Source: an optimization exercise on an open RTL-to-GDS flow (aim: small area). Production flows keep margins and buffers that such runs may drop. The RTL was checked by simulation tests, not by an equivalence proof against the original design. Power is estimated from default activity; no workload was simulated.

## design/flow/flow/run.sh

```bash
#!/bin/bash
# Own flow: the standard synthesis, then a netlist pass that removes
# inverters by choosing the polarity of full adders and of gates that have
# complemented-input or complemented-output variants (flow/bubble.py), then the standard layout with
# smaller port buffers and a clock tree without dummy loads.
set -euo pipefail
R=orfs/results/sky130hd/Full_Connect/base
LIB=$FLOW_HOME/platforms/sky130hd/lib/sky130_fd_sc_hd__tt_025C_1v80.lib
bash standard.sh synth > synth.log 2>&1
cp $R/1_2_yosys.v $R/1_2_yosys_std.v
python3 flow/bubble.py $R/1_2_yosys_std.v $R/1_2_yosys.v $LIB > bubble.log 2>&1
touch $R/1_2_yosys.v
bash standard.sh finish \
  "BUFFER_PORTS_ARGS=-buffer_cell sky130_fd_sc_hd__buf_1" \
  "CTS_ARGS=-sink_clustering_enable -repair_clock_nets -sink_clustering_size 20 -sink_clustering_max_diameter 60 -buf_list sky130_fd_sc_hd__clkbuf_16 -dont_use_dummy_load" \
  > finish.log 2>&1
```

## design/flow/flow/bubble.py

```python
#!/usr/bin/env python3
"""Remove inverters in a Yosys netlist of sky130hd cells by choosing polarities.

Two kinds of cells can give their output in either polarity:
- fa_1 is self-dual: FA(~a, ~b, ~c) = (~cout, ~sum), so a full adder can be
  computed on complemented inputs, giving complemented outputs, at no cost;
- a single-output gate that has a twin cell with the same inputs and the
  complemented function (nand2/and2, a21oi/a21o, xor2/xnor2, mux2/mux2i, ...)
  can be swapped for that twin, at the difference in area.
The pass picks a polarity for each such cell (simulated annealing on total
area), then rebuilds the inverters: at most one per signal that some pin needs
in the complement of the polarity its driver gives. Registers, ports and the
logic function at every register input and output port are unchanged.

usage: bubble.py IN.v OUT.v LIBERTY
"""
import itertools
import math
import random
import re
import sys

INV = re.compile(r"^sky130_fd_sc_hd__inv_\d+$")
FA = "sky130_fd_sc_hd__fa_1"
OUT_PINS = {"X", "Y", "Q", "Q_N", "SUM", "COUT", "HI", "LO"}
INV_AREA = 3.7536


def read_lib(path):
    t = open(path).read()
    cells = {}
    for m in re.finditer(r'\n    cell \("(sky130_fd_sc_hd__\w+)"\) \{(.*?)\n    \}', t, re.S):
        name, body = m.group(1), m.group(2)
        area = float(re.search(r"\barea : ([\d.]+)", body).group(1))
        ins = []
        outs = []
        for pn, pb in re.findall(r'\n        pin \("(\w+)"\) \{(.*?)\n        \}', body, re.S):
            d = re.search(r'direction : "(\w+)"', pb)
            f = re.search(r'\bfunction : "([^"]*)"', pb)
            if not d:
                continue
            if d.group(1) == "input":
                ins.append(pn)
            elif d.group(1) == "output":
                outs.append((pn, f.group(1) if f else None))
        seq = "ff (" in body or "latch (" in body
        cells[name] = {"area": area, "ins": sorted(ins), "outs": outs, "seq": seq,
                       "dont": "dont_use : true" in body}
    return cells


def truth(func, ins):
    e = func.replace("!", " not ").replace("&", " and ").replace("|", " or ").replace("^", " != ")
    tt = []
    for vals in itertools.product([False, True], repeat=len(ins)):
        env = dict(zip(ins, vals))
        tt.append(bool(eval(e, {}, env)))
    return tuple(tt)


def variants(cells):
    """cell -> {(pf, of): (cell, output pin)}: cells computing the same function
    with all inputs complemented (pf) and/or the output complemented (of)."""
    bykey = {}
    for n, c in cells.items():
        if c["seq"] or len(c["outs"]) != 1 or c["outs"][0][1] is None or not c["ins"]:
            continue
        if "lpflow" in n or "probe" in n or c["dont"]:
            continue
        if len(c["ins"]) > 6:
            continue
        c["tt"] = truth(c["outs"][0][1], c["ins"])
        bykey.setdefault((tuple(c["ins"]), c["tt"]), []).append(n)
    res = {}
    for n, c in cells.items():
        if "tt" not in c:
            continue
        tt = c["tt"]
        nin = len(c["ins"])
        m = len(tt)
        want = {
            (0, 1): tuple(not v for v in tt),
            (1, 1): tuple(not tt[m - 1 - i] for i in range(m)),
            (1, 0): tuple(tt[m - 1 - i] for i in range(m)),
        }
        opts = {}
        for st, t in want.items():
            cand = bykey.get((tuple(c["ins"]), t), [])
            if cand:
                best = min(cand, key=lambda x: cells[x]["area"])
                opts[st] = (best, cells[best]["outs"][0][0])
        if opts:
            res[n] = opts
    return res


def parse(text):
    m = re.search(r"^\s*(sky130_fd_sc_hd__\w+)\s", text, re.M)
    head = text[:m.start()]
    body = text[m.start():]
    end = body.rindex("endmodule")
    tail = body[end:]
    body = body[:end]
    cells = []
    for cm in re.finditer(r"(sky130_fd_sc_hd__\w+)\s+(\S+)\s*\((.*?)\);", body, re.S):
        pins = []
        for pm in re.finditer(r"\.(\w+)\(\s*((?:\\\S+\s)|[^()\s]+)\s*\)", cm.group(3)):
            pins.append([pm.group(1), pm.group(2).strip()])
        cells.append({"type": cm.group(1), "name": cm.group(2), "pins": pins})
    return head, cells, tail


def fmt_net(n):
    return n + " " if n.startswith("\\") else n


def main():
    lib = read_lib(sys.argv[3])
    vt = variants(lib)
    text = open(sys.argv[1]).read()
    head, cells, tail = parse(text)
    outputs = set()
    for m in re.finditer(r"^\s*output\s+(\[(\d+):(\d+)\]\s*)?(\S+);", head, re.M):
        if m.group(1):
            for i in range(int(m.group(3)), int(m.group(2)) + 1):
                outputs.add("%s[%d]" % (m.group(4), i))
        else:
            outputs.add(m.group(4))

    inv_of = {}
    for c in cells:
        if INV.match(c["type"]):
            p = dict(c["pins"])
            inv_of[p["Y"]] = p["A"]

    def root(n):
        par = 0
        seen = 0
        while n in inv_of:
            n = inv_of[n]
            par ^= 1
            seen += 1
            assert seen < 1000
        return n, par

    for o in outputs:
        assert o not in inv_of, "output port driven by an inverter: " + o

    others = [c for c in cells if not INV.match(c["type"])]
    # variables: cells whose input and/or output polarity may change.
    # state (pf, of): pf = inputs complemented, of = output complemented.
    var = []
    var_states = []   # list of {state: (cell type, out pin, area delta)}
    out_var = {}
    for c in others:
        if c["type"] == FA:
            v = len(var)
            var.append(c)
            var_states.append({(0, 0): (FA, None, 0.0), (1, 1): (FA, None, 0.0)})
            for pin, net in c["pins"]:
                if pin in ("SUM", "COUT"):
                    out_var[net] = v
        elif c["type"] in vt:
            outs = [net for pin, net in c["pins"] if pin in OUT_PINS]
            if len(outs) != 1 or outs[0] in outputs:
                continue
            v = len(var)
            var.append(c)
            st = {(0, 0): (c["type"], None, 0.0)}
            for k, (t, opin) in vt[c["type"]].items():
                st[k] = (t, opin, lib[t]["area"] - lib[c["type"]]["area"])
            var_states.append(st)
            out_var[outs[0]] = v
    var_index = {id(c): i for i, c in enumerate(var)}
    state = [(0, 0)] * len(var)

    cons = []
    for c in others:
        for k, (pin, net) in enumerate(c["pins"]):
            if pin in OUT_PINS:
                continue
            r, par = root(net)
            cons.append((c, k, r, par))

    def phi(r):
        i = out_var.get(r)
        return state[i][1] if i is not None else 0

    cnt = {}
    pins_of_var = [[] for _ in var]
    for j, (c, k, r, par) in enumerate(cons):
        cnt.setdefault(r, [0, 0])
        cnt[r][par] += 1
        i = var_index.get(id(c))
        if i is not None:
            pins_of_var[i].append(j)
    for o in outputs:
        cnt.setdefault(o, [0, 0])
        cnt[o][0] += 1
    outs_of_var = [[] for _ in var]
    for net, i in out_var.items():
        outs_of_var[i].append(net)

    def cost(r):
        c = cnt.get(r)
        if not c:
            return 0.0
        return INV_AREA if c[1 - phi(r)] > 0 else 0.0

    def set_state(i, st):
        old = state[i]
        if old[0] != st[0]:
            for j in pins_of_var[i]:
                c, k, r, par = cons[j]
                q = par ^ old[0]
                cnt[r][q] -= 1
                cnt[r][q ^ 1] += 1
        state[i] = st

    def delta(i, st):
        roots = set(outs_of_var[i])
        if st[0] != state[i][0]:
            for j in pins_of_var[i]:
                roots.add(cons[j][2])
        old = state[i]
        before = sum(cost(r) for r in roots) + var_states[i][old][2]
        set_state(i, st)
        after = sum(cost(r) for r in roots) + var_states[i][st][2]
        set_state(i, old)
        return after - before

    def total():
        return sum(cost(r) for r in cnt) + sum(var_states[i][state[i]][2] for i in range(len(var)))

    total0 = total()
    rng = random.Random(1)
    cur = total0
    best = cur
    best_state = list(state)
    n_it = 300 * max(1, len(var))
    choices = [list(st.keys()) for st in var_states]
    for it in range(n_it):
        temp = 5.0 * (0.05 / 5.0) ** (it / n_it)
        i = rng.randrange(len(var))
        opts = [x for x in choices[i] if x != state[i]]
        st = opts[rng.randrange(len(opts))]
        d = delta(i, st)
        if d <= 0 or rng.random() < math.exp(-d / temp):
            set_state(i, st)
            cur += d
            if cur < best - 1e-9:
                best = cur
                best_state = list(state)
    for i in range(len(var)):
        if state[i] != best_state[i]:
            set_state(i, best_state[i])
    for it in range(50):
        changed = 0
        for i in range(len(var)):
            for st in choices[i]:
                if st != state[i] and delta(i, st) < -1e-9:
                    set_state(i, st)
                    changed += 1
        if not changed:
            break
    total1 = total()

    new_inv = {}
    for j, (c, k, r, par) in enumerate(cons):
        i = var_index.get(id(c))
        q = par ^ (state[i][0] if i is not None else 0)
        if q != phi(r):
            if r not in new_inv:
                new_inv[r] = "_bpinv%d_" % len(new_inv)
            c["pins"][k][1] = new_inv[r]
        else:
            c["pins"][k][1] = r
    nswap = 0
    for i, c in enumerate(var):
        t, opin, _ = var_states[i][state[i]]
        if c["type"] != FA and state[i] != (0, 0):
            c["type"] = t
            for p in c["pins"]:
                if p[0] in OUT_PINS:
                    p[0] = opin
            nswap += 1
    for o in outputs:
        assert phi(o) == 0
    out = [head]
    out.append("".join("  wire %s;\n" % n for n in new_inv.values()))
    for c in others:
        out.append("  %s %s (\n%s\n  );\n" % (c["type"], fmt_net(c["name"]),
                   ",\n".join("    .%s(%s)" % (p, fmt_net(n)) for p, n in c["pins"])))
    for r, n in new_inv.items():
        out.append("  sky130_fd_sc_hd__inv_1 %s (\n    .A(%s),\n    .Y(%s)\n  );\n" % (
            n.replace("inv", "invc"), fmt_net(r), n))
    out.append(tail)
    open(sys.argv[2], "w").write("".join(out))
    ninv = sum(1 for c in cells if INV.match(c["type"]))
    nfa = sum(1 for c in var if c["type"] == FA)
    print("bubble: %d fa (%d flipped), %d other cells (%d changed); inverters %d -> %d; area %+.1f" % (
        nfa, sum(1 for i, c in enumerate(var) if c["type"] == FA and state[i] != (0, 0)),
        len(var) - nfa, nswap, ninv, len(new_inv), total1 - total0))


if __name__ == "__main__":
    main()
```

## design/flow/standard.sh

```bash
#!/bin/bash
# synth_recipe.tcl (not shown) runs the flow's synth.tcl, then flattens the netlist and writes it again
# the make line also repeats each setting of config.mk as NAME=value (left out here)
make -C /OpenROAD-flow-scripts/flow DESIGN_CONFIG=/design/flow/config.mk WORK_HOME=/design/flow/orfs CLKGATE_MAP_FILE= SYNTH_SCRIPT=/design/flow/synth_recipe.tcl "${@:-finish}"
```

## design/flow/config.mk

```make
export PLATFORM = sky130hd
export DESIGN_NAME = Full_Connect
export DESIGN_NICKNAME = Full_Connect
export VERILOG_FILES = /design/flow/design.v
export SDC_FILE = /design/flow/constraint.sdc
export NUM_CORES = 4
export LEC_CHECK = 0
export ABC_AREA = 1
export CAP_MARGIN = 20
export CORE_MARGIN = 2
export CORE_UTILIZATION = 70
export PLACE_DENSITY = 0.8
export SETUP_SLACK_MARGIN = 0.05
export SLEW_MARGIN = 20
```

## design/flow/constraint.sdc

```tcl
create_clock -name core_clock -period 6.0 [get_ports {clk}]
set_input_delay 1.2000 -clock core_clock [delete_from_list [all_inputs] [get_ports {clk}]]
set_output_delay 1.2000 -clock core_clock [all_outputs]
set_load 0.01 [all_outputs]
```

## design/flow/design.v

```verilog
module Fc_Lane (
    input clk,
    input rstn,
    input ena,
    input ena_add,
    input pv,
    input sel0,
    input sel1,
    input sel2,
    input hold_q,
    input [7:0] in_data,
    input [7:0] weight,
    input [7:0] bias,
    output [7:0] result
);
reg [7:0] d;
reg [7:0] w;
always @( posedge clk ) begin
    d <= in_data;
    w <= weight;
end
wire [7:0] dg = d & {8{pv}};
wire [7:0] bs = bias;
reg [23:0] acc;
reg [23:0] b;
reg [23:0] r;
reg [7:0] q;
reg [7:0] s1;
reg [7:0] s2;
wire [23:0] acc_n;
wire [23:0] b_n;
wire [7:0] q_n;
    wire pp0 = dg[0] & w[0];
    wire pp1 = dg[0] & w[1];
    wire pp2 = dg[0] & w[2];
    wire pp3 = dg[0] & w[3];
    wire pp4 = dg[0] & w[4];
    wire pp5 = dg[0] & w[5];
    wire pp6 = dg[0] & w[6];
    wire pn7 = ~(dg[0] & w[7]);
    wire pp8 = dg[1] & w[0];
    wire pp9 = dg[1] & w[1];
    wire pp10 = dg[1] & w[2];
    wire pp11 = dg[1] & w[3];
    wire pp12 = dg[1] & w[4];
    wire pp13 = dg[1] & w[5];
    wire pp14 = dg[1] & w[6];
    wire pn15 = ~(dg[1] & w[7]);
    wire pp16 = dg[2] & w[0];
    wire pp17 = dg[2] & w[1];
    wire pp18 = dg[2] & w[2];
    wire pp19 = dg[2] & w[3];
    wire pp20 = dg[2] & w[4];
    wire pp21 = dg[2] & w[5];
    wire pp22 = dg[2] & w[6];
    wire pn23 = ~(dg[2] & w[7]);
    wire pp24 = dg[3] & w[0];
    wire pp25 = dg[3] & w[1];
    wire pp26 = dg[3] & w[2];
    wire pp27 = dg[3] & w[3];
    wire pp28 = dg[3] & w[4];
    wire pp29 = dg[3] & w[5];
    wire pp30 = dg[3] & w[6];
    wire pn31 = ~(dg[3] & w[7]);
    wire pp32 = dg[4] & w[0];
    wire pp33 = dg[4] & w[1];
    wire pp34 = dg[4] & w[2];
    wire pp35 = dg[4] & w[3];
    wire pp36 = dg[4] & w[4];
    wire pp37 = dg[4] & w[5];
    wire pp38 = dg[4] & w[6];
    wire pn39 = ~(dg[4] & w[7]);
    wire pp40 = dg[5] & w[0];
    wire pp41 = dg[5] & w[1];
    wire pp42 = dg[5] & w[2];
    wire pp43 = dg[5] & w[3];
    wire pp44 = dg[5] & w[4];
    wire pp45 = dg[5] & w[5];
    wire pp46 = dg[5] & w[6];
    wire pn47 = ~(dg[5] & w[7]);
    wire pp48 = dg[6] & w[0];
    wire pp49 = dg[6] & w[1];
    wire pp50 = dg[6] & w[2];
    wire pp51 = dg[6] & w[3];
    wire pp52 = dg[6] & w[4];
    wire pp53 = dg[6] & w[5];
    wire pp54 = dg[6] & w[6];
    wire pn55 = ~(dg[6] & w[7]);
    wire pp56 = dg[7] & w[0];
    wire pp57 = dg[7] & w[1];
    wire pp58 = dg[7] & w[2];
    wire pp59 = dg[7] & w[3];
    wire pp60 = dg[7] & w[4];
    wire pp61 = dg[7] & w[5];
    wire pp62 = dg[7] & w[6];
    wire pn63 = ~(dg[7] & w[7]);
    wire ag64 = acc[0] & ena_add;
    wire ag65 = acc[1] & ena_add;
    wire ag66 = acc[2] & ena_add;
    wire ag67 = acc[3] & ena_add;
    wire ag68 = acc[4] & ena_add;
    wire ag69 = acc[5] & ena_add;
    wire ag70 = acc[6] & ena_add;
    wire ag71 = acc[7] & ena_add;
    wire ag72 = acc[8] & ena_add;
    wire ag73 = acc[9] & ena_add;
    wire ag74 = acc[10] & ena_add;
    wire ag75 = acc[11] & ena_add;
    wire ag76 = acc[12] & ena_add;
    wire ag77 = acc[13] & ena_add;
    wire ag78 = acc[14] & ena_add;
    wire ag79 = acc[15] & ena_add;
    wire ag80 = acc[16] & ena_add;
    wire ag81 = acc[17] & ena_add;
    wire ag82 = acc[18] & ena_add;
    wire ag83 = acc[19] & ena_add;
    wire ag84 = acc[20] & ena_add;
    wire ag85 = acc[21] & ena_add;
    wire ag86 = acc[22] & ena_add;
    wire ag87 = acc[23] & ena_add;
    wire s88 = 1'b1 ^ pn7;
    wire c89 = 1'b1 & pn7;
    wire s90 = pp12 ^ pp19;
    wire c91 = pp12 & pp19;
    wire s92 = pp13 ^ pp20 ^ pp27;
    wire c93 = (pp13 & pp20) | (pp27 & (pp13 ^ pp20));
    wire s94 = pp34 ^ pp41;
    wire c95 = pp34 & pp41;
    wire s96 = pp14 ^ pp21 ^ pp28;
    wire c97 = (pp14 & pp21) | (pp28 & (pp14 ^ pp21));
    wire s98 = pp35 ^ pp42 ^ pp49;
    wire c99 = (pp35 & pp42) | (pp49 & (pp35 ^ pp42));
    wire s100 = pp56 ^ s88;
    wire c101 = pp56 & s88;
    wire s102 = pn15 ^ pp22 ^ pp29;
    wire c103 = (pn15 & pp22) | (pp29 & (pn15 ^ pp22));
    wire s104 = pp36 ^ pp43 ^ pp50;
    wire c105 = (pp36 & pp43) | (pp50 & (pp36 ^ pp43));
    wire s106 = pp57 ^ c89 ^ ag72;
    wire c107 = (pp57 & c89) | (ag72 & (pp57 ^ c89));
    wire s108 = pn23 ^ pp30 ^ pp37;
    wire c109 = (pn23 & pp30) | (pp37 & (pn23 ^ pp30));
    wire s110 = pp44 ^ pp51 ^ pp58;
    wire c111 = (pp44 & pp51) | (pp58 & (pp44 ^ pp51));
    wire s112 = pn31 ^ pp38 ^ pp45;
    wire c113 = (pn31 & pp38) | (pp45 & (pn31 ^ pp38));
    wire s114 = pp10 ^ pp17;
    wire c115 = pp10 & pp17;
    wire s116 = pp11 ^ pp18 ^ pp25;
    wire c117 = (pp11 & pp18) | (pp25 & (pp11 ^ pp18));
    wire s118 = pp32 ^ pp4;
    wire c119 = pp32 & pp4;
    wire s120 = pp26 ^ pp33 ^ pp40;
    wire c121 = (pp26 & pp33) | (pp40 & (pp26 ^ pp33));
    wire s122 = pp5 ^ s90 ^ ag69;
    wire c123 = (pp5 & s90) | (ag69 & (pp5 ^ s90));
    wire s124 = pp48 ^ pp6 ^ c91;
    wire c125 = (pp48 & pp6) | (c91 & (pp48 ^ pp6));
    wire s126 = s94 ^ s92 ^ ag70;
    wire c127 = (s94 & s92) | (ag70 & (s94 ^ s92));
    wire s128 = c95 ^ c93 ^ s96;
    wire c129 = (c95 & c93) | (s96 & (c95 ^ c93));
    wire s130 = s98 ^ s100 ^ ag71;
    wire c131 = (s98 & s100) | (ag71 & (s98 ^ s100));
    wire s132 = c97 ^ c99 ^ s102;
    wire c133 = (c97 & c99) | (s102 & (c97 ^ c99));
    wire s134 = s104 ^ c101 ^ s106;
    wire c135 = (s104 & c101) | (s106 & (s104 ^ c101));
    wire s136 = c103 ^ c105 ^ s108;
    wire c137 = (c103 & c105) | (s108 & (c103 ^ c105));
    wire s138 = s110 ^ ag73 ^ c107;
    wire c139 = (s110 & ag73) | (c107 & (s110 ^ ag73));
    wire s140 = pp52 ^ pp59 ^ c109;
    wire c141 = (pp52 & pp59) | (c109 & (pp52 ^ pp59));
    wire s142 = c111 ^ s112 ^ ag74;
    wire c143 = (c111 & s112) | (ag74 & (c111 ^ s112));
    wire s144 = pn39 ^ pp46 ^ pp53;
    wire c145 = (pn39 & pp46) | (pp53 & (pn39 ^ pp46));
    wire s146 = pp60 ^ c113 ^ ag75;
    wire c147 = (pp60 & c113) | (ag75 & (pp60 ^ c113));
    wire s148 = pn47 ^ pp54 ^ pp61;
    wire c149 = (pn47 & pp54) | (pp61 & (pn47 ^ pp54));
    wire s150 = pp16 ^ pp2;
    wire c151 = pp16 & pp2;
    wire s152 = pp24 ^ pp3 ^ s114;
    wire c153 = (pp24 & pp3) | (s114 & (pp24 ^ pp3));
    wire s154 = c115 ^ s118 ^ s116;
    wire c155 = (c115 & s118) | (s116 & (c115 ^ s118));
    wire s156 = c119 ^ c117 ^ s120;
    wire c157 = (c119 & c117) | (s120 & (c119 ^ c117));
    wire s158 = c121 ^ s124 ^ c123;
    wire c159 = (c121 & s124) | (c123 & (c121 ^ s124));
    wire s160 = c125 ^ s128 ^ c127;
    wire c161 = (c125 & s128) | (c127 & (c125 ^ s128));
    wire s162 = c129 ^ s132 ^ c131;
    wire c163 = (c129 & s132) | (c131 & (c129 ^ s132));
    wire s164 = c133 ^ s136 ^ c135;
    wire c165 = (c133 & s136) | (c135 & (c133 ^ s136));
    wire s166 = c137 ^ s140 ^ s142;
    wire c167 = (c137 & s140) | (s142 & (c137 ^ s140));
    wire s168 = s144 ^ c141 ^ c143;
    wire c169 = (s144 & c141) | (c143 & (s144 ^ c141));
    wire s170 = c145 ^ s148 ^ ag76;
    wire c171 = (c145 & s148) | (ag76 & (c145 ^ s148));
    wire s172 = pn55 ^ pp62 ^ c149;
    wire c173 = (pn55 & pp62) | (c149 & (pn55 ^ pp62));
    wire s174 = pp1 ^ pp8;
    wire c175 = pp1 & pp8;
    wire s176 = pp9 ^ s150 ^ ag66;
    wire c177 = (pp9 & s150) | (ag66 & (pp9 ^ s150));
    wire s178 = c151 ^ s152 ^ ag67;
    wire c179 = (c151 & s152) | (ag67 & (c151 ^ s152));
    wire s180 = c153 ^ s154 ^ ag68;
    wire c181 = (c153 & s154) | (ag68 & (c153 ^ s154));
    wire s182 = c155 ^ s156 ^ s122;
    wire c183 = (c155 & s156) | (s122 & (c155 ^ s156));
    wire s184 = c157 ^ s126 ^ s158;
    wire c185 = (c157 & s126) | (s158 & (c157 ^ s126));
    wire s186 = s130 ^ c159 ^ s160;
    wire c187 = (s130 & c159) | (s160 & (s130 ^ c159));
    wire s188 = c161 ^ s162 ^ s134;
    wire c189 = (c161 & s162) | (s134 & (c161 ^ s162));
    wire s190 = c163 ^ s138 ^ s164;
    wire c191 = (c163 & s138) | (s164 & (c163 ^ s138));
    wire s192 = c139 ^ s166 ^ c165;
    wire c193 = (c139 & s166) | (c165 & (c139 ^ s166));
    wire s194 = s146 ^ c167 ^ s168;
    wire c195 = (s146 & c167) | (s168 & (s146 ^ c167));
    wire s196 = c147 ^ s170 ^ c169;
    wire c197 = (c147 & s170) | (c169 & (c147 ^ s170));
    wire s198 = s172 ^ ag77 ^ c171;
    wire c199 = (s172 & ag77) | (c171 & (s172 ^ ag77));
    wire s200 = pn63 ^ c173 ^ ag78;
    wire c201 = (pn63 & c173) | (ag78 & (pn63 ^ c173));
    wire s202 = 1'b1 ^ ag79;
    wire c203 = 1'b1 & ag79;
    wire s204 = 1'b1 ^ ag80;
    wire c205 = 1'b1 & ag80;
    wire s206 = 1'b1 ^ ag81;
    wire c207 = 1'b1 & ag81;
    wire s208 = 1'b1 ^ ag82;
    wire c209 = 1'b1 & ag82;
    wire s210 = 1'b1 ^ ag83;
    wire c211 = 1'b1 & ag83;
    wire s212 = 1'b1 ^ ag84;
    wire c213 = 1'b1 & ag84;
    wire s214 = 1'b1 ^ ag85;
    wire c215 = 1'b1 & ag85;
    wire s216 = 1'b1 ^ ag86;
    wire c217 = 1'b1 & ag86;
    wire s218 = 1'b1 ^ ag87;
    wire c219 = 1'b1 & ag87;
    wire s220 = pp0 ^ ag64;
    wire c221 = pp0 & ag64;
    wire s222 = s174 ^ ag65;
    wire c223 = s174 & ag65;
    wire s224 = c175 ^ s176;
    wire c225 = c175 & s176;
    wire s226 = c177 ^ s178;
    wire c227 = c177 & s178;
    wire s228 = c179 ^ s180;
    wire c229 = c179 & s180;
    wire s230 = c181 ^ s182;
    wire c231 = c181 & s182;
    wire s232 = c183 ^ s184;
    wire c233 = c183 & s184;
    wire s234 = c185 ^ s186;
    wire c235 = c185 & s186;
    wire s236 = c187 ^ s188;
    wire c237 = c187 & s188;
    wire s238 = c189 ^ s190;
    wire c239 = c189 & s190;
    wire s240 = c191 ^ s192;
    wire c241 = c191 & s192;
    wire s242 = c193 ^ s194;
    wire c243 = c193 & s194;
    wire s244 = c195 ^ s196;
    wire c245 = c195 & s196;
    wire s246 = c197 ^ s198;
    wire c247 = c197 & s198;
    wire s248 = c199 ^ s200;
    wire c249 = c199 & s200;
    wire s250 = c201 ^ s202;
    wire c251 = c201 & s202;
    wire s252 = c203 ^ s204;
    wire c253 = c203 & s204;
    wire s254 = c205 ^ s206;
    wire c255 = c205 & s206;
    wire s256 = c207 ^ s208;
    wire c257 = c207 & s208;
    wire s258 = c209 ^ s210;
    wire c259 = c209 & s210;
    wire s260 = c211 ^ s212;
    wire c261 = c211 & s212;
    wire s262 = c213 ^ s214;
    wire c263 = c213 & s214;
    wire s264 = c215 ^ s216;
    wire c265 = c215 & s216;
    wire s266 = c217 ^ s218;
    wire c267 = c217 & s218;
    wire g268 = c223 | (s222 & c221);
    wire p269 = s222 & s220;
    wire g270 = c227 | (s226 & c225);
    wire p271 = s226 & s224;
    wire g272 = c231 | (s230 & c229);
    wire p273 = s230 & s228;
    wire g274 = c235 | (s234 & c233);
    wire p275 = s234 & s232;
    wire g276 = c239 | (s238 & c237);
    wire p277 = s238 & s236;
    wire g278 = c243 | (s242 & c241);
    wire p279 = s242 & s240;
    wire g280 = c247 | (s246 & c245);
    wire p281 = s246 & s244;
    wire g282 = c251 | (s250 & c249);
    wire p283 = s250 & s248;
    wire g284 = c255 | (s254 & c253);
    wire p285 = s254 & s252;
    wire g286 = c259 | (s258 & c257);
    wire p287 = s258 & s256;
    wire g288 = c263 | (s262 & c261);
    wire p289 = s262 & s260;
    wire g290 = c267 | (s266 & c265);
    wire p291 = s266 & s264;
    wire g292 = g270 | (p271 & g268);
    wire p293 = p271 & p269;
    wire g294 = g274 | (p275 & g272);
    wire p295 = p275 & p273;
    wire g296 = g278 | (p279 & g276);
    wire p297 = p279 & p277;
    wire g298 = g282 | (p283 & g280);
    wire p299 = p283 & p281;
    wire g300 = g286 | (p287 & g284);
    wire p301 = p287 & p285;
    wire g302 = g290 | (p291 & g288);
    wire p303 = p291 & p289;
    wire g304 = g294 | (p295 & g292);
    wire p305 = p295 & p293;
    wire g306 = g298 | (p299 & g296);
    wire p307 = p299 & p297;
    wire g308 = g302 | (p303 & g300);
    wire p309 = p303 & p301;
    wire g310 = g306 | (p307 & g304);
    wire p311 = p307 & p305;
    wire g312 = g308 | (p309 & g310);
    wire p313 = p309 & p311;
    wire g314 = g296 | (p297 & g304);
    wire p315 = p297 & p305;
    wire g316 = g300 | (p301 & g310);
    wire p317 = p301 & p311;
    wire g318 = g272 | (p273 & g292);
    wire p319 = p273 & p293;
    wire g320 = g276 | (p277 & g304);
    wire p321 = p277 & p305;
    wire g322 = g280 | (p281 & g314);
    wire p323 = p281 & p315;
    wire g324 = g284 | (p285 & g310);
    wire p325 = p285 & p311;
    wire g326 = g288 | (p289 & g316);
    wire p327 = p289 & p317;
    wire g328 = c225 | (s224 & g268);
    wire p329 = s224 & p269;
    wire g330 = c229 | (s228 & g292);
    wire p331 = s228 & p293;
    wire g332 = c233 | (s232 & g318);
    wire p333 = s232 & p319;
    wire g334 = c237 | (s236 & g304);
    wire p335 = s236 & p305;
    wire g336 = c241 | (s240 & g320);
    wire p337 = s240 & p321;
    wire g338 = c245 | (s244 & g314);
    wire p339 = s244 & p315;
    wire g340 = c249 | (s248 & g322);
    wire p341 = s248 & p323;
    wire g342 = c253 | (s252 & g310);
    wire p343 = s252 & p311;
    wire g344 = c257 | (s256 & g324);
    wire p345 = s256 & p325;
    wire g346 = c261 | (s260 & g316);
    wire p347 = s260 & p317;
    wire g348 = c265 | (s264 & g326);
    wire p349 = s264 & p327;
    wire s350 = s222 ^ c221;
    wire s351 = s224 ^ g268;
    wire s352 = s226 ^ g328;
    wire s353 = s228 ^ g292;
    wire s354 = s230 ^ g330;
    wire s355 = s232 ^ g318;
    wire s356 = s234 ^ g332;
    wire s357 = s236 ^ g304;
    wire s358 = s238 ^ g334;
    wire s359 = s240 ^ g320;
    wire s360 = s242 ^ g336;
    wire s361 = s244 ^ g314;
    wire s362 = s246 ^ g338;
    wire s363 = s248 ^ g322;
    wire s364 = s250 ^ g340;
    wire s365 = s252 ^ g310;
    wire s366 = s254 ^ g342;
    wire s367 = s256 ^ g324;
    wire s368 = s258 ^ g344;
    wire s369 = s260 ^ g316;
    wire s370 = s262 ^ g346;
    wire s371 = s264 ^ g326;
    wire s372 = s266 ^ g348;
    assign acc_n = {s372, s371, s370, s369, s368, s367, s366, s365, s364, s363, s362, s361, s360, s359, s358, s357, s356, s355, s354, s353, s352, s351, s350, s220};
    wire s373 = acc[0] ^ bs[0];
    wire c374 = acc[0] & bs[0];
    wire s375 = acc[1] ^ bs[1];
    wire c376 = acc[1] & bs[1];
    wire s377 = acc[2] ^ bs[2];
    wire c378 = acc[2] & bs[2];
    wire s379 = acc[3] ^ bs[3];
    wire c380 = acc[3] & bs[3];
    wire s381 = acc[4] ^ bs[4];
    wire c382 = acc[4] & bs[4];
    wire s383 = acc[5] ^ bs[5];
    wire c384 = acc[5] & bs[5];
    wire s385 = acc[6] ^ bs[6];
    wire c386 = acc[6] & bs[6];
    wire s387 = acc[7] ^ bs[7];
    wire c388 = acc[7] & bs[7];
    wire g389 = c376 | (s375 & c374);
    wire p390 = s375 & s373;
    wire g391 = c380 | (s379 & c378);
    wire p392 = s379 & s377;
    wire g393 = c384 | (s383 & c382);
    wire p394 = s383 & s381;
    wire g395 = c388 | (s387 & c386);
    wire p396 = s387 & s385;
    wire g397 = c378 | (s377 & g389);
    wire p398 = s377 & p390;
    wire g399 = g391 | (p392 & g389);
    wire p400 = p392 & p390;
    wire g401 = c386 | (s385 & g393);
    wire p402 = s385 & p394;
    wire g403 = g395 | (p396 & g393);
    wire p404 = p396 & p394;
    wire g405 = c382 | (s381 & g399);
    wire p406 = s381 & p400;
    wire g407 = g393 | (p394 & g399);
    wire p408 = p394 & p400;
    wire g409 = g401 | (p402 & g399);
    wire p410 = p402 & p400;
    wire g411 = g403 | (p404 & g399);
    wire p412 = p404 & p400;
    wire s413 = s375 ^ c374;
    wire s414 = s377 ^ g389;
    wire s415 = s379 ^ g397;
    wire s416 = s381 ^ g399;
    wire s417 = s383 ^ g405;
    wire s418 = s385 ^ g407;
    wire s419 = s387 ^ g409;
    wire inc420 = g411 & ~bs[7];
    wire dec421 = ~g411 & bs[7];
    wire s422 = acc[8] ^ (inc420 | dec421);
    wire s423 = acc[9] ^ ((inc420 & acc[8]) | (dec421 & ~acc[8]));
    wire on424 = acc[8] & acc[9];
    wire ze425 = ~acc[8] & ~acc[9];
    wire s426 = acc[10] ^ ((inc420 & on424) | (dec421 & ze425));
    wire on427 = on424 & acc[10];
    wire ze428 = ze425 & ~acc[10];
    wire s429 = acc[11] ^ ((inc420 & on427) | (dec421 & ze428));
    wire on430 = on427 & acc[11];
    wire ze431 = ze428 & ~acc[11];
    wire s432 = acc[12] ^ ((inc420 & on430) | (dec421 & ze431));
    wire on433 = on430 & acc[12];
    wire ze434 = ze431 & ~acc[12];
    wire s435 = acc[13] ^ ((inc420 & on433) | (dec421 & ze434));
    wire on436 = on433 & acc[13];
    wire ze437 = ze434 & ~acc[13];
    wire s438 = acc[14] ^ ((inc420 & on436) | (dec421 & ze437));
    wire on439 = on436 & acc[14];
    wire ze440 = ze437 & ~acc[14];
    wire s441 = acc[15] ^ ((inc420 & on439) | (dec421 & ze440));
    wire on442 = on439 & acc[15];
    wire ze443 = ze440 & ~acc[15];
    wire s444 = acc[16] ^ ((inc420 & on442) | (dec421 & ze443));
    wire on445 = on442 & acc[16];
    wire ze446 = ze443 & ~acc[16];
    wire s447 = acc[17] ^ ((inc420 & on445) | (dec421 & ze446));
    wire on448 = on445 & acc[17];
    wire ze449 = ze446 & ~acc[17];
    wire s450 = acc[18] ^ ((inc420 & on448) | (dec421 & ze449));
    wire on451 = on448 & acc[18];
    wire ze452 = ze449 & ~acc[18];
    wire s453 = acc[19] ^ ((inc420 & on451) | (dec421 & ze452));
    wire on454 = on451 & acc[19];
    wire ze455 = ze452 & ~acc[19];
    wire s456 = acc[20] ^ ((inc420 & on454) | (dec421 & ze455));
    wire on457 = on454 & acc[20];
    wire ze458 = ze455 & ~acc[20];
    wire s459 = acc[21] ^ ((inc420 & on457) | (dec421 & ze458));
    wire on460 = on457 & acc[21];
    wire ze461 = ze458 & ~acc[21];
    wire s462 = acc[22] ^ ((inc420 & on460) | (dec421 & ze461));
    wire on463 = on460 & acc[22];
    wire ze464 = ze461 & ~acc[22];
    wire s465 = acc[23] ^ ((inc420 & on463) | (dec421 & ze464));
    wire on466 = on463 & acc[23];
    wire ze467 = ze464 & ~acc[23];
    assign b_n = {s465, s462, s459, s456, s453, s450, s447, s444, s441, s438, s435, s432, s429, s426, s423, s422, s419, s418, s417, s416, s415, s414, s413, s373};
    wire m468 = sel0 & r[0];
    wire m469 = (sel0 & r[0]);
    wire m470 = sel0 & r[1];
    wire m471 = (sel0 & r[1]);
    wire m472 = sel0 & r[2];
    wire m473 = (sel0 & r[2]) | (sel1 & r[0]);
    wire m474 = sel0 & r[3];
    wire m475 = (sel1 & r[0]);
    wire m476 = (sel0 & r[3]) | (sel1 & r[1]);
    wire m477 = sel0 & r[4];
    wire m478 = (sel1 & r[1]) | (sel2 & r[0]);
    wire m479 = (sel0 & r[4]) | (sel1 & r[2]);
    wire m480 = sel0 & r[5];
    wire m481 = (sel0 & r[0]) | (sel1 & r[2]) | (sel2 & r[1]);
    wire m482 = (sel0 & r[5]) | (sel1 & r[3]);
    wire m483 = sel0 & r[6];
    wire m484 = (sel0 & r[1]) | (sel1 & r[3]) | (sel2 & r[2]);
    wire m485 = (sel0 & r[6]) | (sel1 & r[4]);
    wire m486 = sel0 & r[7];
    wire m487 = (sel0 & r[2]) | (sel1 & r[4]) | (sel2 & r[3]);
    wire m488 = (sel0 & r[7]) | (sel1 & r[5]);
    wire m489 = sel0 & r[8];
    wire m490 = (sel0 & r[3]) | (sel1 & r[5]) | (sel2 & r[4]);
    wire m491 = (sel0 & r[8]) | (sel1 & r[6]);
    wire m492 = sel0 & r[9];
    wire m493 = (sel0 & r[4]) | (sel1 & r[6]) | (sel2 & r[5]);
    wire m494 = (sel0 & r[9]) | (sel1 & r[7]);
    wire m495 = sel0 & r[10];
    wire m496 = (sel0 & r[5]) | (sel1 & r[7]) | (sel2 & r[6]);
    wire m497 = (sel0 & r[10]) | (sel1 & r[8]);
    wire m498 = sel0 & r[11];
    wire m499 = (sel0 & r[6]) | (sel1 & r[8]) | (sel2 & r[7]);
    wire m500 = (sel0 & r[11]) | (sel1 & r[9]);
    wire m501 = sel0 & r[12];
    wire m502 = (sel0 & r[7]) | (sel1 & r[9]) | (sel2 & r[8]);
    wire m503 = (sel0 & r[12]) | (sel1 & r[10]);
    wire m504 = sel0 & r[13];
    wire m505 = (sel0 & r[8]) | (sel1 & r[10]) | (sel2 & r[9]);
    wire m506 = (sel0 & r[13]) | (sel1 & r[11]);
    wire m507 = sel0 & r[14];
    wire m508 = (sel0 & r[9]) | (sel1 & r[11]) | (sel2 & r[10]);
    wire m509 = (sel0 & r[14]) | (sel1 & r[12]);
    wire m510 = sel0 & r[15];
    wire m511 = (sel0 & r[10]) | (sel1 & r[12]) | (sel2 & r[11]);
    wire m512 = (sel0 & r[15]) | (sel1 & r[13]);
    wire m513 = sel0 & r[16];
    wire m514 = (sel0 & r[11]) | (sel1 & r[13]) | (sel2 & r[12]);
    wire m515 = (sel0 & r[16]) | (sel1 & r[14]);
    wire m516 = sel0 & r[17];
    wire m517 = (sel0 & r[12]) | (sel1 & r[14]) | (sel2 & r[13]);
    wire m518 = (sel0 & r[17]) | (sel1 & r[15]);
    wire m519 = sel0 & r[18];
    wire m520 = (sel0 & r[13]) | (sel1 & r[15]) | (sel2 & r[14]);
    wire m521 = (sel0 & r[18]) | (sel1 & r[16]);
    wire m522 = sel0 & r[19];
    wire m523 = (sel0 & r[14]) | (sel1 & r[16]) | (sel2 & r[15]);
    wire m524 = (sel0 & r[19]) | (sel1 & r[17]);
    wire m525 = sel0 & r[20];
    wire m526 = (sel0 & r[15]) | (sel1 & r[17]) | (sel2 & r[16]);
    wire m527 = (sel0 & r[20]) | (sel1 & r[18]);
    wire m528 = sel0 & r[21];
    wire m529 = (sel0 & r[16]) | (sel1 & r[18]) | (sel2 & r[17]);
    wire m530 = (sel0 & r[21]) | (sel1 & r[19]);
    wire m531 = sel0 & r[22];
    wire m532 = (sel0 & r[17]) | (sel1 & r[19]) | (sel2 & r[18]);
    wire m533 = (sel0 & r[22]) | (sel1 & r[20]);
    wire s534 = r[0] ^ r[5];
    wire c535 = r[0] & r[5];
    wire s536 = r[1] ^ r[6] ^ m487;
    wire c537 = (r[1] & r[6]) | (m487 & (r[1] ^ r[6]));
    wire s538 = r[2] ^ r[7] ^ m490;
    wire c539 = (r[2] & r[7]) | (m490 & (r[2] ^ r[7]));
    wire s540 = r[3] ^ r[8] ^ m493;
    wire c541 = (r[3] & r[8]) | (m493 & (r[3] ^ r[8]));
    wire s542 = r[4] ^ r[9] ^ m496;
    wire c543 = (r[4] & r[9]) | (m496 & (r[4] ^ r[9]));
    wire s544 = r[10] ^ r[5] ^ m499;
    wire c545 = (r[10] & r[5]) | (m499 & (r[10] ^ r[5]));
    wire s546 = r[11] ^ r[6] ^ m502;
    wire c547 = (r[11] & r[6]) | (m502 & (r[11] ^ r[6]));
    wire s548 = r[12] ^ r[7] ^ m505;
    wire c549 = (r[12] & r[7]) | (m505 & (r[12] ^ r[7]));
    wire s550 = 1'b1 ^ r[13] ^ r[8];
    wire c551 = (1'b1 & r[13]) | (r[8] & (1'b1 ^ r[13]));
    wire s552 = m508 ^ m509;
    wire c553 = m508 & m509;
    wire s554 = r[14] ^ r[9] ^ m511;
    wire c555 = (r[14] & r[9]) | (m511 & (r[14] ^ r[9]));
    wire s556 = m512 ^ m513;
    wire c557 = m512 & m513;
    wire s558 = r[10] ^ r[15] ^ m514;
    wire c559 = (r[10] & r[15]) | (m514 & (r[10] ^ r[15]));
    wire s560 = m515 ^ m516;
    wire c561 = m515 & m516;
    wire s562 = r[11] ^ r[16] ^ m517;
    wire c563 = (r[11] & r[16]) | (m517 & (r[11] ^ r[16]));
    wire s564 = m518 ^ m519;
    wire c565 = m518 & m519;
    wire s566 = r[12] ^ r[17] ^ m520;
    wire c567 = (r[12] & r[17]) | (m520 & (r[12] ^ r[17]));
    wire s568 = m521 ^ m522;
    wire c569 = m521 & m522;
    wire s570 = r[13] ^ r[18] ^ m523;
    wire c571 = (r[13] & r[18]) | (m523 & (r[13] ^ r[18]));
    wire s572 = m524 ^ m525;
    wire c573 = m524 & m525;
    wire s574 = r[14] ^ r[19] ^ m526;
    wire c575 = (r[14] & r[19]) | (m526 & (r[14] ^ r[19]));
    wire s576 = m527 ^ m528;
    wire c577 = m527 & m528;
    wire s578 = r[15] ^ r[20] ^ m529;
    wire c579 = (r[15] & r[20]) | (m529 & (r[15] ^ r[20]));
    wire s580 = m530 ^ m531;
    wire c581 = m530 & m531;
    wire s582 = r[16] ^ r[21] ^ m532;
    wire c583 = (r[16] & r[21]) | (m532 & (r[16] ^ r[21]));
    wire s584 = r[2] ^ m475;
    wire c585 = r[2] & m475;
    wire s586 = r[3] ^ m478 ^ m479;
    wire c587 = (r[3] & m478) | (m479 & (r[3] ^ m478));
    wire s588 = r[4] ^ m481 ^ m482;
    wire c589 = (r[4] & m481) | (m482 & (r[4] ^ m481));
    wire s590 = s534 ^ m484 ^ m485;
    wire c591 = (s534 & m484) | (m485 & (s534 ^ m484));
    wire s592 = c535 ^ m488 ^ m489;
    wire c593 = (c535 & m488) | (m489 & (c535 ^ m488));
    wire s594 = m491 ^ m492 ^ c537;
    wire c595 = (m491 & m492) | (c537 & (m491 ^ m492));
    wire s596 = m494 ^ m495 ^ c539;
    wire c597 = (m494 & m495) | (c539 & (m494 ^ m495));
    wire s598 = m497 ^ m498 ^ c541;
    wire c599 = (m497 & m498) | (c541 & (m497 ^ m498));
    wire s600 = m500 ^ m501 ^ c543;
    wire c601 = (m500 & m501) | (c543 & (m500 ^ m501));
    wire s602 = m503 ^ m504 ^ c545;
    wire c603 = (m503 & m504) | (c545 & (m503 ^ m504));
    wire s604 = m506 ^ m507 ^ c547;
    wire c605 = (m506 & m507) | (c547 & (m506 ^ m507));
    wire s606 = s550 ^ m510 ^ s552;
    wire c607 = (s550 & m510) | (s552 & (s550 ^ m510));
    wire s608 = c551 ^ c553 ^ s556;
    wire c609 = (c551 & c553) | (s556 & (c551 ^ c553));
    wire s610 = c557 ^ s560 ^ c555;
    wire c611 = (c557 & s560) | (c555 & (c557 ^ s560));
    wire s612 = c561 ^ s564 ^ c559;
    wire c613 = (c561 & s564) | (c559 & (c561 ^ s564));
    wire s614 = c565 ^ s568 ^ c563;
    wire c615 = (c565 & s568) | (c563 & (c565 ^ s568));
    wire s616 = c569 ^ s572 ^ c567;
    wire c617 = (c569 & s572) | (c567 & (c569 ^ s572));
    wire s618 = c573 ^ s576 ^ c571;
    wire c619 = (c573 & s576) | (c571 & (c573 ^ s576));
    wire s620 = c577 ^ s580 ^ c575;
    wire c621 = (c577 & s580) | (c575 & (c577 ^ s580));
    wire s622 = m533 ^ c581 ^ c579;
    wire c623 = (m533 & c581) | (c579 & (m533 ^ c581));
    wire s624 = r[0] ^ m471;
    wire c625 = r[0] & m471;
    wire s626 = r[1] ^ m473 ^ m474;
    wire c627 = (r[1] & m473) | (m474 & (r[1] ^ m473));
    wire s628 = m476 ^ m477 ^ s584;
    wire c629 = (m476 & m477) | (s584 & (m476 ^ m477));
    wire s630 = m480 ^ c585 ^ s586;
    wire c631 = (m480 & c585) | (s586 & (m480 ^ c585));
    wire s632 = m483 ^ c587 ^ s588;
    wire c633 = (m483 & c587) | (s588 & (m483 ^ c587));
    wire s634 = m486 ^ c589 ^ s590;
    wire c635 = (m486 & c589) | (s590 & (m486 ^ c589));
    wire s636 = c591 ^ s536 ^ s592;
    wire c637 = (c591 & s536) | (s592 & (c591 ^ s536));
    wire s638 = c593 ^ s538 ^ s594;
    wire c639 = (c593 & s538) | (s594 & (c593 ^ s538));
    wire s640 = s540 ^ c595 ^ s596;
    wire c641 = (s540 & c595) | (s596 & (s540 ^ c595));
    wire s642 = s542 ^ c597 ^ s598;
    wire c643 = (s542 & c597) | (s598 & (s542 ^ c597));
    wire s644 = s544 ^ c599 ^ s600;
    wire c645 = (s544 & c599) | (s600 & (s544 ^ c599));
    wire s646 = s546 ^ c601 ^ s602;
    wire c647 = (s546 & c601) | (s602 & (s546 ^ c601));
    wire s648 = s548 ^ c603 ^ s604;
    wire c649 = (s548 & c603) | (s604 & (s548 ^ c603));
    wire s650 = c549 ^ s606 ^ c605;
    wire c651 = (c549 & s606) | (c605 & (c549 ^ s606));
    wire s652 = s554 ^ c607 ^ s608;
    wire c653 = (s554 & c607) | (s608 & (s554 ^ c607));
    wire s654 = s558 ^ c609 ^ s610;
    wire c655 = (s558 & c609) | (s610 & (s558 ^ c609));
    wire s656 = s562 ^ c611 ^ s612;
    wire c657 = (s562 & c611) | (s612 & (s562 ^ c611));
    wire s658 = s566 ^ c613 ^ s614;
    wire c659 = (s566 & c613) | (s614 & (s566 ^ c613));
    wire s660 = s570 ^ c615 ^ s616;
    wire c661 = (s570 & c615) | (s616 & (s570 ^ c615));
    wire s662 = s574 ^ c617 ^ s618;
    wire c663 = (s574 & c617) | (s618 & (s574 ^ c617));
    wire s664 = s578 ^ c619 ^ s620;
    wire c665 = (s578 & c619) | (s620 & (s578 ^ c619));
    wire s666 = s582 ^ c621 ^ s622;
    wire c667 = (s582 & c621) | (s622 & (s582 ^ c621));
    wire s668 = m469 ^ m470;
    wire c669 = m469 & m470;
    wire s670 = s624 ^ m472 ^ c669;
    wire c671 = (s624 & m472) | (c669 & (s624 ^ m472));
    wire s672 = c625 ^ s626 ^ c671;
    wire c673 = (c625 & s626) | (c671 & (c625 ^ s626));
    wire s674 = c627 ^ s628 ^ c673;
    wire c675 = (c627 & s628) | (c673 & (c627 ^ s628));
    wire s676 = c629 ^ s630 ^ c675;
    wire c677 = (c629 & s630) | (c675 & (c629 ^ s630));
    wire s678 = c631 ^ s632 ^ c677;
    wire c679 = (c631 & s632) | (c677 & (c631 ^ s632));
    wire s680 = c633 ^ s634 ^ c679;
    wire c681 = (c633 & s634) | (c679 & (c633 ^ s634));
    wire s682 = c635 ^ s636;
    wire c683 = c635 & s636;
    wire s684 = c637 ^ s638;
    wire c685 = c637 & s638;
    wire s686 = c639 ^ s640;
    wire c687 = c639 & s640;
    wire s688 = c641 ^ s642;
    wire c689 = c641 & s642;
    wire s690 = c643 ^ s644;
    wire c691 = c643 & s644;
    wire s692 = c645 ^ s646;
    wire c693 = c645 & s646;
    wire s694 = c647 ^ s648;
    wire c695 = c647 & s648;
    wire s696 = c649 ^ s650;
    wire c697 = c649 & s650;
    wire s698 = c651 ^ s652;
    wire c699 = c651 & s652;
    wire s700 = c653 ^ s654;
    wire c701 = c653 & s654;
    wire s702 = c655 ^ s656;
    wire c703 = c655 & s656;
    wire s704 = c657 ^ s658;
    wire c705 = c657 & s658;
    wire s706 = c659 ^ s660;
    wire c707 = c659 & s660;
    wire s708 = c661 ^ s662;
    wire c709 = c661 & s662;
    wire s710 = c663 ^ s664;
    wire c711 = c663 & s664;
    wire s712 = c665 ^ s666;
    wire c713 = c665 & s666;
    wire g714 = c683 | (s682 & c681);
    wire g715 = c685 | (s684 & g714);
    wire p716 = s684 & s682;
    wire g717 = c689 | (s688 & c687);
    wire p718 = s688 & s686;
    wire g719 = c693 | (s692 & c691);
    wire p720 = s692 & s690;
    wire g721 = c697 | (s696 & c695);
    wire p722 = s696 & s694;
    wire g723 = c701 | (s700 & c699);
    wire p724 = s700 & s698;
    wire g725 = c705 | (s704 & c703);
    wire p726 = s704 & s702;
    wire g727 = c709 | (s708 & c707);
    wire p728 = s708 & s706;
    wire g729 = c713 | (s712 & c711);
    wire p730 = s712 & s710;
    wire g731 = g717 | (p718 & g715);
    wire p732 = p718 & p716;
    wire g733 = g721 | (p722 & g719);
    wire p734 = p722 & p720;
    wire g735 = g725 | (p726 & g723);
    wire p736 = p726 & p724;
    wire g737 = g729 | (p730 & g727);
    wire p738 = p730 & p728;
    wire g739 = g733 | (p734 & g731);
    wire p740 = p734 & p732;
    wire g741 = g737 | (p738 & g735);
    wire p742 = p738 & p736;
    wire g743 = g741 | (p742 & g739);
    wire p744 = p742 & p740;
    wire g745 = g735 | (p736 & g739);
    wire p746 = p736 & p740;
    wire g747 = g719 | (p720 & g731);
    wire p748 = p720 & p732;
    wire g749 = g723 | (p724 & g739);
    wire p750 = p724 & p740;
    wire g751 = g727 | (p728 & g745);
    wire p752 = p728 & p746;
    wire g753 = c687 | (s686 & g715);
    wire p754 = s686 & p716;
    wire g755 = c691 | (s690 & g731);
    wire p756 = s690 & p732;
    wire g757 = c695 | (s694 & g747);
    wire p758 = s694 & p748;
    wire g759 = c699 | (s698 & g739);
    wire p760 = s698 & p740;
    wire g761 = c703 | (s702 & g749);
    wire p762 = s702 & p750;
    wire g763 = c707 | (s706 & g745);
    wire p764 = s706 & p746;
    wire g765 = c711 | (s710 & g751);
    wire p766 = s710 & p752;
    wire s767 = s682 ^ c681;
    wire s768 = s684 ^ g714;
    wire s769 = s686 ^ g715;
    wire s770 = s688 ^ g753;
    wire s771 = s690 ^ g731;
    wire s772 = s692 ^ g755;
    wire s773 = s694 ^ g747;
    wire s774 = s696 ^ g757;
    wire s775 = s698 ^ g739;
    wire s776 = s700 ^ g759;
    wire s777 = s702 ^ g749;
    wire s778 = s704 ^ g761;
    wire s779 = s706 ^ g745;
    wire s780 = s708 ^ g763;
    wire s781 = s710 ^ g751;
    wire s782 = s712 ^ g765;
    assign q_n = {s782, s781, s780, s779, s778, s777, s776, s775} & {8{~r[23]}};
always @( posedge clk or negedge rstn ) begin
    if ( !rstn ) acc <= '0;
    else acc <= acc_n;
end
always @( posedge clk or negedge rstn ) begin
    if ( !rstn ) begin
        b <= '0;
        r <= '0;
        q <= '0;
        s1 <= '0;
        s2 <= '0;
    end
    else if ( ena ) begin
        b <= b_n;
        r <= b;
        if ( !hold_q ) q <= q_n;
        s1 <= q;
        s2 <= s1;
    end
end
assign result = s2;
endmodule
module Full_Connect #
(
parameter BITWIDTH = 8,
parameter BITWIDTH_CAL = 24,
parameter NUM_PARA = 8
)
(
input clk,
input rstn,
input ena,
input ena_add,
input [1:0] select,
input [ NUM_PARA*BITWIDTH - 1 : 0 ] in_data,  
input [ NUM_PARA*BITWIDTH - 1 : 0 ] weight,  
input [ NUM_PARA*BITWIDTH - 1 : 0 ] bias,  
output [ NUM_PARA*BITWIDTH - 1 : 0 ] result  
);
reg pv;
always @( posedge clk or negedge rstn ) begin
    if ( !rstn ) pv <= 1'b0;
    else pv <= ena;
end
wire sel0 = ~select[1] & ~select[0];
wire sel1 = select[0];
wire sel2 = select[1];
wire hold_q = select[1] & select[0];
genvar i;
generate
for ( i = 0; i < NUM_PARA; i = i + 1 ) begin : lane
    Fc_Lane u (
        .clk(clk), .rstn(rstn), .ena(ena), .ena_add(ena_add), .pv(pv),
        .sel0(sel0), .sel1(sel1), .sel2(sel2), .hold_q(hold_q),
        .in_data(in_data[i*8 +: 8]), .weight(weight[i*8 +: 8]), .bias(bias[i*8 +: 8]),
        .result(result[i*8 +: 8])
    );
end
endgenerate
endmodule
```

==> results.ini <==
[status]
outcome = finished clean

[clocking]
clkSlewWorstSetupHoldPaths_ps = 70
cts_root_buffer = clkbuf_16
cts-htree-levels = 3
clkLatencyLatePin_ps = 710
cts.sink_count = 897
clockBufferDepth = 3
numCtsBuffers = 86
cts_tree = built

[die]
start_util_pct = 70.4
ios = 262
core.rowCount = 117
dieWidth_um = 323
die_h_um = 323
die-area_mm2 = 0.105
core_region_area_mm2 = 0.101

[logic_synthesis]
avgSynthCellArea_um2 = 9.67
syn-num-nets = 9087
syn_area_mm2 = 0.0714
ys_warn_count = 2
syn-instance-count = 7385

[detailed_routing]
wl_per_cell_um = 23.2
vias_per_cell = 6.05
antenna_left = 0
drt_pass1_iterations = 6
drc_errors = 0
vias = 57300
routedLengthMet1_um = 82600
routed-wl-met3_um = 24500
drt_wl_total_um = 220000
wl_met2_um = 98000
top_layer_used = met5
drtIter0Drc = 5237

[critical_path]
crit_path_max_fanout = 18
cp.arrival_ps = 6350
worstSetupEndpointType = register
worstSetupStartpointType = register
critPathKind = register to register
critical_path_required_ps = 6540

[pwr]
peakVddDrop_v = 0.000496
power.leakage_nw = 40.3
p_per_area_mw_per_mm2 = 578

[global_route]
grt_pass1_vias = 60000
grt_max_degree = 134
grt_pass1_wl_um = 338000
grt_usage_pct = 43.2
grt-ovfl-total = 0
antenna_found_initial = 13

[placed_design]
dp_hpwl_um = 175000
dp_cells = 9375
port-buffer-count = 261
gp_congestion = 1.04

[sta]
finalCriticalPeriod_ps = 5810
rsz0062_at_grt = yes
worst_pin_slew_ps = 1180
hold_violations = 0
holdWs_ps = 457
finalSetupTns_ps = 0
slew_headroom_pct = 21.2
fmax_ghz = 0.172
slew_violations = 0
setup_viol = 0
finClkSkew_ps = 71.8
post-route-period-util_pct = 96.8

[run]
drv_cap = 0

[final_layout]
drive_gt1_share_pct = 7.93
area_growth_syn_to_layout_pct = 12.1
regArea_mm2 = 0.0218
fillers = 6649
multi_input_area_mm2 = 0.0460
fin_util_pct = 78.8
stdcell_count = 9469
nets = 9803

[worst_hold_path]
hold_class = register to register

## routing by layer
layer	global-route usage [%]	vias up
met5	1.39	-
li1	-	24900
met3	11.4	723
met4	22.1	22
met2	66.5	3026
met1	56.8	28600
## power breakdown
group / internal (mW) / switching [mW] / leakage (nW)
clock network: 2.50 / 2.29 / 1.06
registers: 8.35 / 2.13 / 10.6
logic: 14.5 / 16.4 / 28.7
## worst paths after layout
path                                          end            start  cells past startpoint  slack, ps
worst min register to register    lane[2].u.r[13]  lane[2].u.b[13]                      2        460
max in group asynchronous          lane[4].u.b[2]             rstn                      3       3980
min in group asynchronous         lane[3].u.s2[3]             rstn                      1        620
worst min-delay path              lane[2].u.r[13]  lane[2].u.b[13]                      2        460
worst max register to register  lane[1].u.acc[23]               pv                     24        190
worst max-delay path            lane[1].u.acc[23]               pv                     24        190
## area by class of cell
cell class / instances / share of cell area, %
Tap cell: 1368 / 2.14
Inverter: 846 / 4.02
Clock buffer: 86 / 2.69
Timing Repair Buffer: 754 / 6.31
Antenna cell: 2 / 0.00626
Multi-Input combinational cell: 5516 / 57.6
Sequential cell: 897 / 27.3
## repair_timing
action | in CTS | in global routing
pin swaps | 0 | 12
hold buffers | 0 | 0
setup endpoints to repair | 1 | 31
resized for setup | 1 | 59
gates cloned | 0 | 2
buffers inserted | 0 | 4
## state kept, by name (all words and copies together) (netlist names)
name and count:
lane.u.s2 64, lane.u.w 64, lane.u.acc 192, lane.u.r 192, lane.u.s1 64, lane.u.b 192, pv 1, lane.u.q 64
lane.u.d 64
## critical path, cell delays in order, from the launching register on
cell and delay, ps:
dfrtp_2 380, buf_12 200, nand2_1 190, nor2_1 200, fa_1 460, fa_1 480
fa_1 540, fa_1 460, ha_1 310, and2_0 180, nand2_1 110, nand2_1 80
a41oi_1 100, o21ai_2 250, nand3_1 110, nand2_1 110, nand3_1 80, nand2_1 170
nand3_1 100, nand2_1 140, inv_1 70, o21ai_1 190, a31oi_1 130, fa_1 410
xor2_1 180
## cells in the final DEF, fill, tap and decap left out, types with 128 or more instances in the layout
cell type     n
ha_1        544
buf_4       462
dfrtp_1     768
nand2_1    1091
fa_1        957
inv_1       747
nor2_1     1036
a21oi_1     180
buf_1       258
or2_0       165
and2_0      161
o21ai_0     574
xnor2_1     128
xor2_1      131
dfxtp_1     128
## metrics by stage
stage / setup slack, ps / power [mW] / cell area (um2)
floorplan: -23.9 / 30.1 / 71400
global placement: -421 / 38.7 / 77600
detailed placement: -539 / 40.6 / 77600
CTS: 107 / 45.7 / 79700
global route: 12.6 / 50.5 / 80000
finish: 193 / 46.2 / 80000

-- port drivers added, routing unchanged --
The results above use ideal ports. As a check the final layout listed here was re-extracted and re-timed, cells and wires unchanged.
Step 1: set_driving_cell puts a clkbuf_16 on clk and a buf_2 on each other input, an assumption about the parent block.
Step 2 times the ports against the registers' clock, not the clock port: input delays grow and output delays shrink by t, the midpoint of the rising clock arrivals with the driver on.
Three values: no drivers, after step 1, after step 2; two values: the first two.
t, ns: 0.750
setup WS [ns]: 0.193 / 0.193 / -0.447
worst hold slack (ns): 0.457 / 0.457 / 0.457
worst setup path after step 2: input to register
pins driven straight from the clock port: 1
With both steps, setup timing fails in this run, where it was met with ideal ports. For this run, drivers alone change the setup slack by 0.000 ns; drivers and shift together by -0.640 ns.
